This design comes from an exercise in tuning for small area and a short achievable clock period on the open sky130 flow, not from production work. Function was checked by simulation only, so behaviour that the tests miss may differ from the original. The clock port is modelled as an ideal driver; clocking choices that lean on that would not hold on a real chip.

==> flow/design.v (excerpt) <==
module rotational_cordic (
  output logic data_out_rot,
  output logic [15:0] xprime,
  output logic [15:0] yprime,
  input logic [15:0] x,
  input logic [15:0] y,
  input logic [15:0] theta,
  input logic clk, reset, start
);
Size in the first run: roughly 840 flip-flops, ~84 I/O pins, about 0.045 mm² of cells after synthesis.
clock: 13.0 ns
lec_check: 0
cap_margin: 20
core_margin: 2
core_utilization: 75
cts_cluster_diameter: 120
cts_cluster_size: 28
slew_margin: 20
standard.sh (not shown) runs the stock make flow with config.mk's settings and CLKGATE_MAP_FILE= SYNTH_SCRIPT=/design/flow/synth_recipe.tcl, a recipe that flattens the netlist after the stock synthesis.
==> flow/flow/run.sh <==
#!/bin/bash
set -euo pipefail
export BUFFER_PORTS_ARGS="-buffer_cell sky130_fd_sc_hd__buf_2"
bash standard.sh finish > standard.log 2>&1
Then changed:
==> flow/flow/run.sh (replaced) <==
#!/bin/bash
set -euo pipefail
export BUFFER_PORTS_ARGS="-buffer_cell sky130_fd_sc_hd__buf_2"
export SETUP_SLACK_MARGIN=9.4
bash standard.sh finish > standard.log 2>&1
--- a/flow/config.mk
+++ b/flow/config.mk
@@ -9,5 +9,5 @@
 export CORE_MARGIN = 2
 export CORE_UTILIZATION = 75
-export CTS_CLUSTER_DIAMETER = 120
-export CTS_CLUSTER_SIZE = 28
+export CTS_CLUSTER_DIAMETER = 100
+export CTS_CLUSTER_SIZE = 30
 export SLEW_MARGIN = 20
After rerunning: The changed run went through all stages and came out clean; routed wire length grows by a few percent; maximum frequency came out higher by a few percent; register-to-register slack gains 0.39 ns; setup slack improved by 0.26 ns.
Then changed:
--- a/flow/config.mk
+++ b/flow/config.mk
@@ -8,6 +8,6 @@
 export CAP_MARGIN = 20
 export CORE_MARGIN = 2
-export CORE_UTILIZATION = 75
-export CTS_CLUSTER_DIAMETER = 100
-export CTS_CLUSTER_SIZE = 30
+export CORE_UTILIZATION = 65
+export CTS_CLUSTER_DIAMETER = 50
+export CTS_CLUSTER_SIZE = 20
 export SLEW_MARGIN = 20
Effect: Worst setup slack stays flat. Wire length is about the same. Utilization goes down by 7.6 points. Area after synthesis stays the same. Die area went up by about a fifth. Clock-buffer cell count increases by 57. Final cell count is higher by a few percent. Via count went down slightly. First-iteration DRC count drops by a quarter to a third. Design area rises by a few percent.
Then changed:
--- a/flow/config.mk
+++ b/flow/config.mk
@@ -8,6 +8,6 @@
 export CAP_MARGIN = 20
 export CORE_MARGIN = 2
-export CORE_UTILIZATION = 65
-export CTS_CLUSTER_DIAMETER = 50
-export CTS_CLUSTER_SIZE = 20
+export CORE_UTILIZATION = 75
+export CTS_CLUSTER_DIAMETER = 80
+export CTS_CLUSTER_SIZE = 35
 export SLEW_MARGIN = 20
After rerunning:
- final cell count came out lower by 4.6%
- worst setup slack is worse by 0.055 ns
- first-iteration DRC count grows by 27%
- area after synthesis is unchanged
- worst hold slack stays flat
Then changed:
--- a/flow/config.mk
+++ b/flow/config.mk
@@ -6,8 +6,8 @@
 export NUM_CORES = 4
 export LEC_CHECK = 0
-export CAP_MARGIN = 20
+export CAP_MARGIN = 0
 export CORE_MARGIN = 2
 export CORE_UTILIZATION = 75
-export CTS_CLUSTER_DIAMETER = 80
-export CTS_CLUSTER_SIZE = 35
-export SLEW_MARGIN = 20
+export CTS_CLUSTER_DIAMETER = 100
+export CTS_CLUSTER_SIZE = 30
+export SLEW_MARGIN = 0
Wire length is lower by 0.53%.
Non-clock buffer count is lower by 1.
Cell area shrinks by 0.74%.

========
alpha:
Another version of the RTL of rotational_cordic (not shown whole).
Size in the first run: ~4600 cells after synthesis, ~840 flip-flops, roughly 84 I/O pins, about 0.048 sq mm of cells after synthesis.
Settings: LEC_CHECK=0, CAP_MARGIN=20, CORE_MARGIN=2, CORE_UTILIZATION=40, SLEW_MARGIN=20; clock period 13.0 ns.
run.sh (not shown) runs the stock make flow with config.mk's settings and CLKGATE_MAP_FILE= SYNTH_SCRIPT=/design/flow/synth_recipe.tcl, a recipe that flattens the netlist after the stock synthesis.
Stock flow here: none of the scripts above is used.
What beta does differently from alpha at the input level:
==> flow/flow/run.sh (new file) <==
#!/bin/bash
set -euo pipefail
export BUFFER_PORTS_ARGS="-buffer_cell sky130_fd_sc_hd__buf_2"
export SETUP_SLACK_MARGIN=9.4
bash standard.sh finish > standard.log 2>&1
==> flow/standard.sh (new file) <==
#!/bin/bash
# synth_recipe.tcl (not shown) runs the flow's synth.tcl, then flattens the netlist and writes it again
# the make line also repeats each setting of config.mk as NAME=value (left out here)
make -C /OpenROAD-flow-scripts/flow DESIGN_CONFIG=/design/flow/config.mk WORK_HOME=/design/flow/orfs CLKGATE_MAP_FILE= SYNTH_SCRIPT=/design/flow/synth_recipe.tcl "${@:-finish}"
-- flow/config.mk --
<<< alpha, line 9
export CORE_MARGIN = 2
export CORE_UTILIZATION = 40
export SLEW_MARGIN = 20
>>> beta, line 9
export CORE_MARGIN = 2
export CORE_UTILIZATION = 65
export CTS_CLUSTER_DIAMETER = 60
export CTS_CLUSTER_SIZE = 25
export SLEW_MARGIN = 20
removed: flow/run.sh
## What came out
Diff alpha -> beta: final period demand of the worst path went down 0.40 ns; register-to-register slack has increased.
beta vs alpha — met2 routed wirelength dropped 7.0%.
Higher number of iterations in the first detailed-routing pass goes to beta over alpha.
First-pass GRT wire length on beta is down relative to alpha.
Setup WNS alpha -> beta: better
Measured against each other, alpha and beta differ in clock-buffer cell count, the higher figure coming from alpha.
Here is what was changed in the inputs of gamma compared with beta.
-- flow/config.mk --
<<< beta, line 10
export CORE_UTILIZATION = 65
export CTS_CLUSTER_DIAMETER = 60
export CTS_CLUSTER_SIZE = 25
export SLEW_MARGIN = 20
>>> gamma, line 10
export CORE_UTILIZATION = 65
export SLEW_MARGIN = 20
[summary]
- gamma went all the way through the flow, and no timing, DRC or antenna check failed.
- beta: all stages complete, timing, DRC and antenna checks passed
- beta has lower via count than gamma.
- Between gamma and beta, it is gamma whose clock network latency to the later pin of the worst-skew pair is higher, by 0.02 ns.
- gamma against beta: per-cell via count in the routed design closely matched the old numbers; buffer count excluding the clock tree in the final layout decreased by 1.1% relative to the old numbers; utilization after layout higher.
- Relative to beta, the post-route cell area measured on gamma has increased slightly.
- Tightest hold margin up 0.011 ns in gamma wrt beta
- Re non-filler instance count after layout: beta was lower than gamma.
Modified inputs, delta compared to gamma
==> flow/flow/run.sh <==
#!/bin/bash
set -euo pipefail
export BUFFER_PORTS_ARGS="-buffer_cell sky130_fd_sc_hd__buf_2"
bash standard.sh finish > standard.log 2>&1
-- flow/config.mk --
<<< gamma, line 9
export CORE_MARGIN = 2
export CORE_UTILIZATION = 65
export SLEW_MARGIN = 20
>>> delta, line 9
export CORE_MARGIN = 2
export CORE_UTILIZATION = 40
export SLEW_MARGIN = 20
--- outcome ---
- Of gamma and delta, gamma shows the lower non-clock buffer total of the final layout, with delta above it.
- Compared to gamma, delta has share of final-layout standard cells stronger than drive strength 1 0.33 points lower.

========
RTL: one of the versions met above, not the one the previous note started from.
For scale: ~4400 cells after synthesis, about 45000 µm² of cells after synthesis.
export LEC_CHECK = 0
export CAP_MARGIN = 20
export CORE_MARGIN = 2
export CORE_UTILIZATION = 80
export CTS_CLUSTER_DIAMETER = 100
export CTS_CLUSTER_SIZE = 30
export SLEW_MARGIN = 20
create_clock -name core_clock -period 13.0 [get_ports {clk}]
standard.sh (not shown) runs the stock make flow with config.mk's settings and CLKGATE_MAP_FILE= SYNTH_SCRIPT=/design/flow/synth_recipe.tcl, a recipe that flattens the netlist after the stock synthesis.
==> flow/flow/run.sh <==
#!/bin/bash
set -euo pipefail
export BUFFER_PORTS_ARGS="-buffer_cell sky130_fd_sc_hd__buf_2"
export SETUP_SLACK_MARGIN=9.4
bash standard.sh finish > standard.log 2>&1
Next try:
Settings changed: CORE_UTILIZATION 80 to 65, CTS_CLUSTER_DIAMETER 100 to 60, CTS_CLUSTER_SIZE 30 to 25.
Result:
- setup slack gets better by 0.022 ns
- register-to-register slack stays flat
- clock-buffer cell count increases by 35
- wire length is lower by 3.9%
- die area goes up by 23%
- sequential share of layout area went down by 1.2 points
- cell count went up by 4.9%
- core utilization shrinks by 14 points
Next try:
--- a/flow/flow/run.sh
+++ b/flow/flow/run.sh
@@ -4 +4,2 @@
-export SETUP_SLACK_MARGIN=9.4
+export SETUP_SLACK_MARGIN=9.3
+export POST_CTS_TCL="$PWD/flow/recover.tcl"
==> flow/flow/recover.tcl (new file) <==
# Downsize cells that have timing slack beyond the setup margin (area/power recovery).
log_cmd estimate_parasitics -placement
log_cmd repair_timing -recover_power 100 -setup_margin $::env(SETUP_SLACK_MARGIN)
set result [catch { detailed_placement } msg]
if { $result != 0 } { error "Detailed placement failed after power recovery: $msg" }
check_placement -verbose
Settings changed: CORE_UTILIZATION 65 to 75, CTS_CLUSTER_DIAMETER 60 to 100, CTS_CLUSTER_SIZE 25 to 30.
Area after synthesis does not change.
Via count went up slightly.
Final area goes down by a few percent.

========
Starting RTL as in the previous note.
==> flow/config.mk <==
export PLATFORM = sky130hd
export DESIGN_NAME = rotational_cordic
export DESIGN_NICKNAME = rotational_cordic
export VERILOG_FILES = /design/flow/design.v
export SDC_FILE = /design/flow/constraint.sdc
export NUM_CORES = 4
export LEC_CHECK = 0
export CAP_MARGIN = 20
export CORE_MARGIN = 2
export CORE_UTILIZATION = 75
export CTS_CLUSTER_DIAMETER = 130
export CTS_CLUSTER_SIZE = 30
export SLEW_MARGIN = 20
==> flow/constraint.sdc <==
create_clock -name core_clock -period 13.0 [get_ports {clk}]
set_input_delay 2.6000 -clock core_clock [delete_from_list [all_inputs] [get_ports {clk}]]
set_output_delay 2.6000 -clock core_clock [all_outputs]
set_load 0.01 [all_outputs]
==> flow/flow/run.sh <==
#!/bin/bash
set -euo pipefail
export BUFFER_PORTS_ARGS="-buffer_cell sky130_fd_sc_hd__buf_2"
export SETUP_SLACK_MARGIN=9.4
bash standard.sh finish > standard.log 2>&1
Edit:
- CORE_UTILIZATION: 75 -> 65
- CTS_CLUSTER_DIAMETER: 130 -> 60
- CTS_CLUSTER_SIZE: 30 -> 25
- PLACE_DENSITY: not set -> 0.85
Worst setup slack gets better by 5.3 ps.
Sequential share of layout area falls by 1.2 points.
Critical path depth is unchanged.
Routed wire length rises by a few percent.

[static timing again, ports no longer ideal]
The results above use ideal ports. As a check the final layouts listed here were re-extracted and re-timed, cells and wires unchanged. Step 1 sets driving cells, clkbuf_16 on the clock port and buf_2 on the other inputs (assumed; they add their load-dependent delay and slew). Step 2 times the ports against the registers' clock, not the clock port: input delays grow and output delays shrink by t, the midpoint of the rising clock arrivals with the driver on. a / b / c = no drivers / after step 1 / after step 2; a / b = the first two.
run | t (ns) | setup slack, ns | hold WS [ns] | pins driven straight from the clock port
the first run of note 1 | 0.649 | 9.047 / 9.047 / 9.047 | 0.331 / 0.331 / 0.331 | 1
the second run of note 1 | 0.649 | 9.303 / 9.242 / 9.440 | 0.328 / 0.328 / 0.328 | 1
the third run of note 1 | 0.694 | 9.302 / 9.236 / 9.469 | 0.320 / 0.320 / 0.320 | 1
the fourth run of note 1 | 0.659 | 9.247 / 9.184 / 9.456 | 0.322 / 0.322 / 0.322 | 1
the fifth run of note 1 | 0.649 | 9.303 / 9.242 / 9.440 | 0.328 / 0.328 / 0.328 | 1
alpha | 0.737 | 8.887 / 8.819 / 9.426 | 0.321 / 0.321 / 0.321 | 1
beta | 0.672 | 9.289 / 9.221 / 9.636 | 0.312 / 0.312 / 0.312 | 1
gamma | 0.697 | 9.281 / 9.211 / 9.617 | 0.323 / 0.323 / 0.323 | 1
delta | 0.764 | 9.230 / 9.159 / 9.414 | 0.288 / 0.288 / 0.288 | 1
the first run of note 3 | 0.700 | 9.249 / 9.185 / 9.449 | 0.331 / 0.331 / 0.331 | 1
the second run of note 3 | 0.708 | 9.272 / 9.203 / 9.438 | 0.321 / 0.321 / 0.321 | 1
the third run of note 3 | 0.657 | 9.302 / 9.240 / 9.366 | 0.330 / 0.330 / 0.330 | 1
the first run of note 4 | 0.691 | 9.262 / 9.200 / 9.451 | 0.324 / 0.324 / 0.324 | 1
the second run of note 4 | 0.701 | 9.268 / 9.208 / 9.427 | 0.309 / 0.309 / 0.309 | 1
After both steps every run listed still meets setup and hold.
